From an optimization exercise on the open Yosys and OpenROAD flow, aimed at small area; shortcuts taken in it are not production practice.
Where RTL was checked, it was by simulation tests only, not by an equivalence proof against the original.
The flow treats the clock pin as an ideal source. Dropping or thinning the clock tree relies on that and would not hold on a real chip.
Power and IR drop assume default switching activity.

==> module uart_rx, before the edit <==
module uart_rx
  #(parameter CLKS_PER_BIT = 104)
  (
   input             i_Clock,
   input             i_Rst,
   input             i_Rx_Serial,
   output reg [15:0] o_Rx_Byte,
   output reg        square_wave,
   output reg        pin1,
   output reg        pin2
   );
  localparam [3:0] PH_SLOT8 = 4'd8, PH_STOP = 4'd9, PH_IDLE = 4'd10,
                   PH_START = 4'd11;
  reg [3:0] r_Phase;
  reg [6:0] r_Count;         
  reg [7:0] r_Byte;
  reg       r_Hi_Done;       
  reg [23:0] counter;
  reg [15:0] steps;          
  reg [15:0] store;          
  reg [14:0] quot;
  reg [15:0] rem;
  wire rx      = i_Rx_Serial;
  wire idle    = (r_Phase == PH_IDLE);
  wire start   = (r_Phase == PH_START);
  wire data    = ~r_Phase[3];
  wire slot8   = (r_Phase == PH_SLOT8);
  wire stopb   = (r_Phase == PH_STOP);
  wire c_zero = (r_Count == 7'd0);
  wire c_104  = r_Count[6] & r_Count[5] & r_Count[3];
  wire c_103  = r_Count[6] & r_Count[5] & r_Count[2] & r_Count[1] & r_Count[0];
  wire adv_start = start & c_zero;
  wire adv_bit   = (data | slot8 | stopb) & c_zero;
  wire upd       = stopb & c_103;
  always @(posedge i_Clock) begin
    if (i_Rst) begin
      r_Phase   <= PH_IDLE;
      r_Hi_Done <= 1'b0;
    end else begin
      if (idle) begin
        if (!rx) r_Phase <= PH_START;
      end else if (adv_start) begin
        r_Phase <= rx ? PH_IDLE : 4'd0;
      end else if (adv_bit) begin
        r_Phase <= r_Phase + 4'd1;
      end
      if (upd) r_Hi_Done <= ~r_Hi_Done;
    end
  end
  always @(posedge i_Clock)
    r_Count <= idle ? 7'd51 : c_zero ? (slot8 ? 7'd104 : 7'd103) : r_Count - 7'd1;
  always @(posedge i_Clock)
    if (data & c_zero) r_Byte <= {rx, r_Byte[7:1]};
  always @(posedge i_Clock) begin
    if (i_Rst)
      o_Rx_Byte <= 16'd0;
    else if (upd) begin
      if (!r_Hi_Done) o_Rx_Byte[15:8] <= r_Byte;
      else            o_Rx_Byte[7:0]  <= r_Byte;
    end
  end
  localparam [31:0] DIVIDEND = 32'd1800000;
  localparam [31:0] DIV_BY_4 = DIVIDEND >> 2;    
  wire [15:0] divisor = r_Hi_Done ? {o_Rx_Byte[15:8], r_Byte} : {r_Byte, o_Rx_Byte[7:0]};
  wire        nbit    = ~r_Count[6] & ~r_Count[5] & DIV_BY_4[r_Count[4:0]];
  wire [16:0] trial   = {rem, nbit};
  wire [17:0] borrow;
  wire [16:0] diff;
  assign borrow[0] = 1'b0;
  genvar gi;
  generate
    for (gi = 0; gi < 17; gi = gi + 1) begin : g_sub
      wire dv = (gi < 16) ? divisor[gi] : 1'b0;
      assign diff[gi]     = trial[gi] ^ dv ^ borrow[gi];
      assign borrow[gi+1] = (~trial[gi] & dv) | (~trial[gi] & borrow[gi]) | (dv & borrow[gi]);
    end
  endgenerate
  wire        qbit    = ~borrow[17];
  always @(posedge i_Clock) begin
    rem  <= (slot8 | (stopb & c_104)) ? (qbit ? diff[15:0] : trial[15:0]) : 16'd0;
    quot <= {quot[13:0], qbit};
    if (upd) store <= {quot, qbit};
  end
  localparam [15:0] STEPS_SEED = 16'hFFFF;
  localparam [15:0] STEPS_STOP = 16'h9097;   
  wire rpm_zero = (o_Rx_Byte == 16'd0);
  wire [4:0] rl = o_Rx_Byte[4:0];
  wire rpm_small = (o_Rx_Byte[15:5] == 11'd0) && (rl != 5'd0) && (rl < 5'd28);
  wire [4:0] half_top =
      !rpm_small   ? 5'd0  :
      (rl == 5'd1) ? 5'd27 :
      (rl == 5'd2) ? 5'd13 :
      (rl == 5'd3) ? 5'd9  :
      (rl == 5'd4) ? 5'd6  :
      (rl == 5'd5) ? 5'd5  :
      (rl == 5'd6) ? 5'd4  :
      (rl <= 5'd9) ? 5'd3  :
      (rl <= 5'd13) ? 5'd2 : 5'd1;
  wire [20:0] half = {half_top, store};
  wire [21:0] cb;
  assign cb[0] = 1'b0;
  generate
    for (gi = 0; gi < 21; gi = gi + 1) begin : g_cmp
      assign cb[gi+1] = (~counter[gi] & half[gi]) | (~(counter[gi] ^ half[gi]) & cb[gi]);
    end
  endgenerate
  wire ge = rpm_zero ? (&counter)
                     : ((|counter[23:21]) | ~cb[21]);
  wire stop = (steps == STEPS_STOP);
  wire ev   = ge & ~stop;
  wire hi7  = (upd & ~r_Hi_Done) ? r_Byte[7] : o_Rx_Byte[15];
  always @(posedge i_Clock) begin
    if (i_Rst) begin
      counter     <= 24'd0;
      steps       <= STEPS_SEED;
      square_wave <= 1'b1;
      pin1        <= 1'b0;
      pin2        <= 1'b0;
    end else begin
      counter <= ev ? 24'd0 : counter + 24'd1;
      if (ev) begin
        square_wave <= ~square_wave;
        pin1        <= hi7;
        pin2        <= ~hi7;
        if (square_wave)
          steps <= {steps[14:0], steps[15] ^ steps[14] ^ steps[12] ^ steps[3]};
      end
    end
  end
endmodule
Settings: LEC_CHECK=0, CAP_MARGIN=0, CORE_MARGIN=2, CORE_UTILIZATION=40, GPL_TIMING_DRIVEN=0, SLEW_MARGIN=0; clock period 100.0 ns.
standard.sh (not shown) runs the stock make flow with config.mk's settings and CLKGATE_MAP_FILE= SYNTH_SCRIPT=/design/flow/synth_recipe.tcl, a recipe that flattens the netlist after the stock synthesis.
==> flow/flow/run.sh <==
#!/bin/bash
set -euo pipefail
here=$(pwd)

python3 "$here/flow/make_synth.py" "$here" "$FLOW_HOME"
sed -e 's#SYNTH_SCRIPT=[^ ]*#SYNTH_SCRIPT='"$here"'/synth_recipe_multi.tcl ADDER_MAP_FILE=#' \
  "$here/standard.sh" > "$here/standard_custom.sh"
grep -q "synth_recipe_multi.tcl ADDER_MAP_FILE=" "$here/standard_custom.sh"

export PRE_CTS_TCL=$here/flow/cts_hook.tcl
export MCTS_NBUF=6
export MCTS_BCELL=sky130_fd_sc_hd__inv_8
export MCTS_RCELL=sky130_fd_sc_hd__inv_12
export BUFFER_PORTS_ARGS="-buffer_cell sky130_fd_sc_hd__buf_1"
bash "$here/standard_custom.sh" > "$here/flow_make.log" 2>&1
Other scripts of this flow, unchanged in this note and not shown: flow/flow/abc_a.script, flow/flow/abc_b.script, flow/flow/abc_c.script, flow/flow/abc_d.script, flow/flow/abc_e.script, flow/flow/abc_f.script, flow/flow/abc_g.script, flow/flow/abc_h.script, flow/flow/abc_i.script, flow/flow/abc_j.script, flow/flow/cts_hook.tcl, flow/flow/make_synth.py
Change:
--- a/flow/design.v
+++ b/flow/design.v
@@ -9,8 +9,7 @@
    output reg        pin1,
    output reg        pin2
    );
-  localparam [3:0] PH_SLOT8 = 4'd8, PH_STOP = 4'd9, PH_IDLE = 4'd10,
-                   PH_START = 4'd11;
+  reg       r_Rx_Data;
   reg [3:0] r_Phase;
   reg [6:0] r_Count;         
   reg [7:0] r_Byte;
@@ -18,51 +17,51 @@
   reg [23:0] counter;
   reg [15:0] steps;          
   reg [15:0] store;          
-  reg [14:0] quot;
+  reg [15:0] quot;
   reg [15:0] rem;
-  wire rx      = i_Rx_Serial;
-  wire idle    = (r_Phase == PH_IDLE);
-  wire start   = (r_Phase == PH_START);
-  wire data    = ~r_Phase[3];
-  wire slot8   = (r_Phase == PH_SLOT8);
-  wire stopb   = (r_Phase == PH_STOP);
+  wire idle    = (r_Phase == 4'd0);
+  wire start   = (r_Phase == 4'd1);
+  wire data    = (r_Phase >= 4'd2) && (r_Phase <= 4'd9);
+  wire slot8   = (r_Phase == 4'd10);
+  wire stopb   = (r_Phase == 4'd11);
+  wire cleanup = (r_Phase == 4'd12);
   wire c_zero = (r_Count == 7'd0);
-  wire c_104  = r_Count[6] & r_Count[5] & r_Count[3];
-  wire c_103  = r_Count[6] & r_Count[5] & r_Count[2] & r_Count[1] & r_Count[0];
+  wire c_top  = r_Count[6] & r_Count[5] & r_Count[2] & r_Count[1] & r_Count[0];
   wire adv_start = start & c_zero;
   wire adv_bit   = (data | slot8 | stopb) & c_zero;
-  wire upd       = stopb & c_103;
+  wire upd       = stopb & c_top;        
   always @(posedge i_Clock) begin
     if (i_Rst) begin
-      r_Phase   <= PH_IDLE;
+      r_Rx_Data <= 1'b1;
+      r_Phase   <= 4'd0;
       r_Hi_Done <= 1'b0;
     end else begin
+      r_Rx_Data <= i_Rx_Serial;
       if (idle) begin
-        if (!rx) r_Phase <= PH_START;
+        if (!r_Rx_Data) r_Phase <= 4'd1;
       end else if (adv_start) begin
-        r_Phase <= rx ? PH_IDLE : 4'd0;
-      end else if (adv_bit) begin
-        r_Phase <= r_Phase + 4'd1;
+        r_Phase <= r_Rx_Data ? 4'd0 : 4'd2;
+      end else if (adv_bit | cleanup) begin
+        r_Phase <= cleanup ? 4'd0 : r_Phase + 4'd1;
       end
-      if (upd) r_Hi_Done <= ~r_Hi_Done;
+      if (slot8 & c_zero) r_Hi_Done <= ~r_Hi_Done;
     end
   end
   always @(posedge i_Clock)
-    r_Count <= idle ? 7'd51 : c_zero ? (slot8 ? 7'd104 : 7'd103) : r_Count - 7'd1;
+    r_Count <= idle ? 7'd51 : c_zero ? 7'd103 : r_Count - 7'd1;
   always @(posedge i_Clock)
-    if (data & c_zero) r_Byte <= {rx, r_Byte[7:1]};
+    if (data & c_zero) r_Byte <= {r_Rx_Data, r_Byte[7:1]};
   always @(posedge i_Clock) begin
     if (i_Rst)
       o_Rx_Byte <= 16'd0;
     else if (upd) begin
-      if (!r_Hi_Done) o_Rx_Byte[15:8] <= r_Byte;
-      else            o_Rx_Byte[7:0]  <= r_Byte;
+      if (r_Hi_Done) o_Rx_Byte[15:8] <= r_Byte;
+      else           o_Rx_Byte[7:0]  <= r_Byte;
     end
   end
   localparam [31:0] DIVIDEND = 32'd1800000;
-  localparam [31:0] DIV_BY_4 = DIVIDEND >> 2;    
   wire [15:0] divisor = r_Hi_Done ? {o_Rx_Byte[15:8], r_Byte} : {r_Byte, o_Rx_Byte[7:0]};
-  wire        nbit    = ~r_Count[6] & ~r_Count[5] & DIV_BY_4[r_Count[4:0]];
+  wire        nbit    = ~r_Count[6] & ~r_Count[5] & DIVIDEND[r_Count[4:0]];
   wire [16:0] trial   = {rem, nbit};
   wire [17:0] borrow;
   wire [16:0] diff;
@@ -77,9 +76,9 @@
   endgenerate
   wire        qbit    = ~borrow[17];
   always @(posedge i_Clock) begin
-    rem  <= (slot8 | (stopb & c_104)) ? (qbit ? diff[15:0] : trial[15:0]) : 16'd0;
-    quot <= {quot[13:0], qbit};
-    if (upd) store <= {quot, qbit};
+    rem  <= slot8 ? (qbit ? diff[15:0] : trial[15:0]) : 16'd0;
+    quot <= {quot[14:0], qbit};
+    if (upd) store <= quot;
   end
   localparam [15:0] STEPS_SEED = 16'hFFFF;
   localparam [15:0] STEPS_STOP = 16'h9097;   
@@ -108,7 +107,7 @@
                      : ((|counter[23:21]) | ~cb[21]);
   wire stop = (steps == STEPS_STOP);
   wire ev   = ge & ~stop;
-  wire hi7  = (upd & ~r_Hi_Done) ? r_Byte[7] : o_Rx_Byte[15];
+  wire hi7  = (upd & r_Hi_Done) ? r_Byte[7] : o_Rx_Byte[15];
   always @(posedge i_Clock) begin
     if (i_Rst) begin
       counter     <= 24'd0;
Die area barely changes.
Setup slack improves by 0.068 ns.
Critical path depth does not change.
Final cell count falls by 1.3%.
Via count increases by 1.1%.
Design area hardly moves.
Clock skew stays flat.
Utilization goes up by 0.21 points.
Power drops by 10%.
For the first run of this note, only the layout was checked, not whether the RTL still works. In every run of this note, the design's own scripts or RTL, not TritonCTS, make the clock network.

* * *

## old
uart_rx, a different RTL version from the one above (not shown whole).
For scale: about 130 flip-flops, roughly 22 I/O pins.
==> module uart_rx, before the edit <==
module uart_rx
  #(parameter CLKS_PER_BIT = 104)
  (
   input             i_Clock,
   input             i_Rst,
   input             i_Rx_Serial,
   output reg [15:0] o_Rx_Byte,
   output reg        square_wave,
   output reg        pin1,
   output            pin2
   );
  localparam [3:0] PH_SLOT8 = 4'd8, PH_STOP = 4'd9, PH_IDLE = 4'd10,
                   PH_START = 4'd11;
  reg [3:0] r_Phase;
  reg [6:0] r_Count_n;       
  wire [6:0] r_Count = ~r_Count_n;
  reg [7:0] r_Byte_n;        
  wire [7:0] r_Byte = ~r_Byte_n;
  reg       r_Hi_Done;       
  reg [23:0] cnt_n;          
  reg [15:0] steps;          
  reg [15:0] store;          
  reg [14:0] quot;
  reg [15:0] rem;
  wire rx      = i_Rx_Serial;
  wire idle    = (r_Phase == PH_IDLE);
  wire start   = (r_Phase == PH_START);
  wire data    = ~r_Phase[3];
  wire slot8   = (r_Phase == PH_SLOT8);
  wire stopb   = (r_Phase == PH_STOP);
  wire c_zero = (r_Count == 7'd0);
  wire c_104  = r_Count[6] & r_Count[5] & r_Count[3];
  wire c_103  = r_Count[6] & r_Count[5] & r_Count[2] & r_Count[1] & r_Count[0];
  wire adv_start = start & c_zero;
  wire adv_bit   = (data | slot8 | stopb) & c_zero;
  wire upd       = stopb & c_103;
  always @(posedge i_Clock) begin
    if (i_Rst) begin
      r_Phase   <= PH_IDLE;
      r_Hi_Done <= 1'b0;
    end else begin
      if (idle) begin
        if (!rx) r_Phase <= PH_START;
      end else if (adv_start) begin
        r_Phase <= rx ? PH_IDLE : 4'd0;
      end else if (adv_bit) begin
        r_Phase <= r_Phase + 4'd1;
      end
      if (upd) r_Hi_Done <= ~r_Hi_Done;
    end
  end
  always @(posedge i_Clock)
    r_Count_n <= ~(idle ? 7'd51 : c_zero ? (slot8 ? 7'd104 : 7'd103) : r_Count - 7'd1);
  always @(posedge i_Clock)
    if (data & c_zero) r_Byte_n <= {~rx, r_Byte_n[7:1]};
  always @(posedge i_Clock) begin
    if (i_Rst)
      o_Rx_Byte <= 16'd0;
    else if (upd) begin
      if (!r_Hi_Done) o_Rx_Byte[15:8] <= r_Byte;
      else            o_Rx_Byte[7:0]  <= r_Byte;
    end
  end
  localparam [31:0] DIVIDEND = 32'd1800000;
  localparam [31:0] DIV_BY_4 = DIVIDEND >> 2;    
  wire [15:0] divisor = r_Hi_Done ? {o_Rx_Byte[15:8], r_Byte} : {r_Byte, o_Rx_Byte[7:0]};
  wire        nbit    = ~r_Count[6] & ~r_Count[5] & DIV_BY_4[r_Count[4:0]];
  wire [16:0] trial   = {rem, nbit};
  wire [17:0] borrow;
  wire [16:0] diff;
  assign borrow[0] = 1'b0;
  genvar gi;
  generate
    for (gi = 0; gi < 17; gi = gi + 1) begin : g_sub
      wire dv = (gi < 16) ? divisor[gi] : 1'b0;
      assign diff[gi]     = trial[gi] ^ dv ^ borrow[gi];
      assign borrow[gi+1] = (~trial[gi] & dv) | (~trial[gi] & borrow[gi]) | (dv & borrow[gi]);
    end
  endgenerate
  wire        qbit    = ~borrow[17];
  always @(posedge i_Clock) begin
    rem  <= (slot8 | (stopb & c_104)) ? (qbit ? diff[15:0] : trial[15:0]) : 16'd0;
    quot <= {quot[13:0], qbit};
    if (upd) store <= {quot, qbit};
  end
  localparam [15:0] STEPS_SEED = 16'h0000;
  localparam [15:0] STEPS_STOP = 16'h6F68;   
  wire rpm_zero = (o_Rx_Byte == 16'd0);
  wire [4:0] rl = o_Rx_Byte[4:0];
  wire rpm_small = (o_Rx_Byte[15:5] == 11'd0) && (rl != 5'd0) && (rl < 5'd28);
  wire [4:0] half_top =
      !rpm_small   ? 5'd0  :
      (rl == 5'd1) ? 5'd27 :
      (rl == 5'd2) ? 5'd13 :
      (rl == 5'd3) ? 5'd9  :
      (rl == 5'd4) ? 5'd6  :
      (rl == 5'd5) ? 5'd5  :
      (rl == 5'd6) ? 5'd4  :
      (rl <= 5'd9) ? 5'd3  :
      (rl <= 5'd13) ? 5'd2 : 5'd1;
  wire [20:0] half = {half_top, store};
  wire [21:0] cb;
  assign cb[0] = 1'b0;
  generate
    for (gi = 0; gi < 21; gi = gi + 1) begin : g_cmp
      assign cb[gi+1] = (cnt_n[gi] & half[gi]) | ((cnt_n[gi] ^ half[gi]) & cb[gi]);
    end
  endgenerate
  wire ge = rpm_zero ? ~(|cnt_n)
                     : (~(&cnt_n[23:21]) | ~cb[21]);
  wire stop = (steps == STEPS_STOP);
  wire ev   = ge & ~stop;
  wire hi7  = (upd & ~r_Hi_Done) ? r_Byte[7] : o_Rx_Byte[15];
  assign pin2 = ~pin1 & (steps != STEPS_SEED);
  always @(posedge i_Clock) begin
    if (i_Rst) begin
      cnt_n       <= 24'hFFFFFF;
      steps       <= STEPS_SEED;
      square_wave <= 1'b1;
      pin1        <= 1'b0;
    end else begin
      cnt_n <= ev ? 24'hFFFFFF : cnt_n - 24'd1;
      if (ev) begin
        square_wave <= ~square_wave;
        pin1        <= hi7;
        if (square_wave)
          steps <= {steps[14:0], ~(steps[15] ^ steps[14] ^ steps[12] ^ steps[3])};
      end
    end
  end
endmodule
==> flow/config.mk <==
export PLATFORM = sky130hd
export DESIGN_NAME = uart_rx
export DESIGN_NICKNAME = uart_rx
export VERILOG_FILES = /design/flow/design.v
export SDC_FILE = /design/flow/constraint.sdc
export NUM_CORES = 4
export LEC_CHECK = 0
export CAP_MARGIN = 0
export CORE_MARGIN = 2
export CORE_UTILIZATION = 65
export GPL_TIMING_DRIVEN = 0
export SLEW_MARGIN = 0
==> flow/constraint.sdc <==
create_clock -name core_clock -period 100.0 [get_ports {i_Clock}]
set_input_delay 20.0000 -clock core_clock [delete_from_list [all_inputs] [get_ports {i_Clock}]]
set_output_delay 20.0000 -clock core_clock [all_outputs]
set_load 0.01 [all_outputs]
Scripts as last shown in full above: flow/flow/run.sh
Other scripts of this flow, unchanged in this note and not shown: flow/flow/abc_a.script, flow/flow/abc_b.script, flow/flow/abc_c.script, flow/flow/abc_d.script, flow/flow/abc_e.script, flow/flow/abc_f.script, flow/flow/abc_g.script, flow/flow/abc_h.script, flow/flow/abc_i.script, flow/flow/abc_j.script, flow/flow/cts_hook.tcl, flow/flow/make_synth.py
## Diff of input files: new against old
--- a/flow/design.v
+++ b/flow/design.v
@@ -12,10 +12,8 @@
   localparam [3:0] PH_SLOT8 = 4'd8, PH_STOP = 4'd9, PH_IDLE = 4'd10,
                    PH_START = 4'd11;
   reg [3:0] r_Phase;
-  reg [6:0] r_Count_n;       
-  wire [6:0] r_Count = ~r_Count_n;
-  reg [7:0] r_Byte_n;        
-  wire [7:0] r_Byte = ~r_Byte_n;
+  reg [6:0] r_Count;         
+  reg [7:0] r_Byte;
   reg       r_Hi_Done;       
   reg [23:0] cnt_n;          
   reg [15:0] steps;          
@@ -50,9 +48,9 @@
     end
   end
   always @(posedge i_Clock)
-    r_Count_n <= ~(idle ? 7'd51 : c_zero ? (slot8 ? 7'd104 : 7'd103) : r_Count - 7'd1);
+    r_Count <= idle ? 7'd51 : c_zero ? (slot8 ? 7'd104 : 7'd103) : r_Count - 7'd1;
   always @(posedge i_Clock)
-    if (data & c_zero) r_Byte_n <= {~rx, r_Byte_n[7:1]};
+    if (data & c_zero) r_Byte <= {rx, r_Byte[7:1]};
   always @(posedge i_Clock) begin
     if (i_Rst)
       o_Rx_Byte <= 16'd0;
As far as maximum frequency is concerned, old and new perform about the same.
Diff old -> new: share of the cycle needed by the critical path after routing roughly the same, initial DRC count lower, share of cell area taken by muxes after synthesis higher, simple-gate portion of the synthesized area higher.
In the metrics for old and new, the one carrying the lower global routing met2 resource utilization is new.
Taking old as the reference point, the worst-margin pin slew of new falls by 0.12 ns.
Die area (new vs. old) increases slightly
Relative to old, the net count of the finished layout of new is higher by 0.56%.
Row number of cell rows: new higher / old lower
The final reports for new and old show worst path arrival time higher in the former.
No functional check of the RTL was part of new. No run of this note takes its clock network from TritonCTS; it comes from the design's own scripts or RTL.

port drivers added, routing unchanged:
The flow's constraints put no driver on any port. The routed layouts listed below were extracted and timed again, unchanged, in two steps. Step 1 assumes that a clkbuf_16 drives the clock port and a buf_2 every other input. Step 2 times the ports against the registers' clock, not the clock port: input delays grow and output delays shrink by t, the midpoint of the rising clock arrivals with the driver on. a / b / c = no drivers / after step 1 / after step 2; a / b = the first two.
| run | shift t [ns] | slack for setup (ns) | worst slew at a driven data input, ns |
|---|---|---|---|
| the first run of note 1 | 0.226 | 78.471 / 78.510 / 78.284 | 0.03 |
| the second run of note 1 | 0.228 | 78.539 / 78.577 / 78.348 | 0.03 |
| old | 0.221 | 78.600 / 78.543 / 78.764 | 0.03 |
| new | 0.218 | 78.598 / 78.638 / 78.420 | 0.03 |
After both steps setup and hold are still met in every run listed. For the second run of note 1, which loses most, drivers alone change the setup slack by +0.038 ns; drivers and shift together by -0.191 ns.
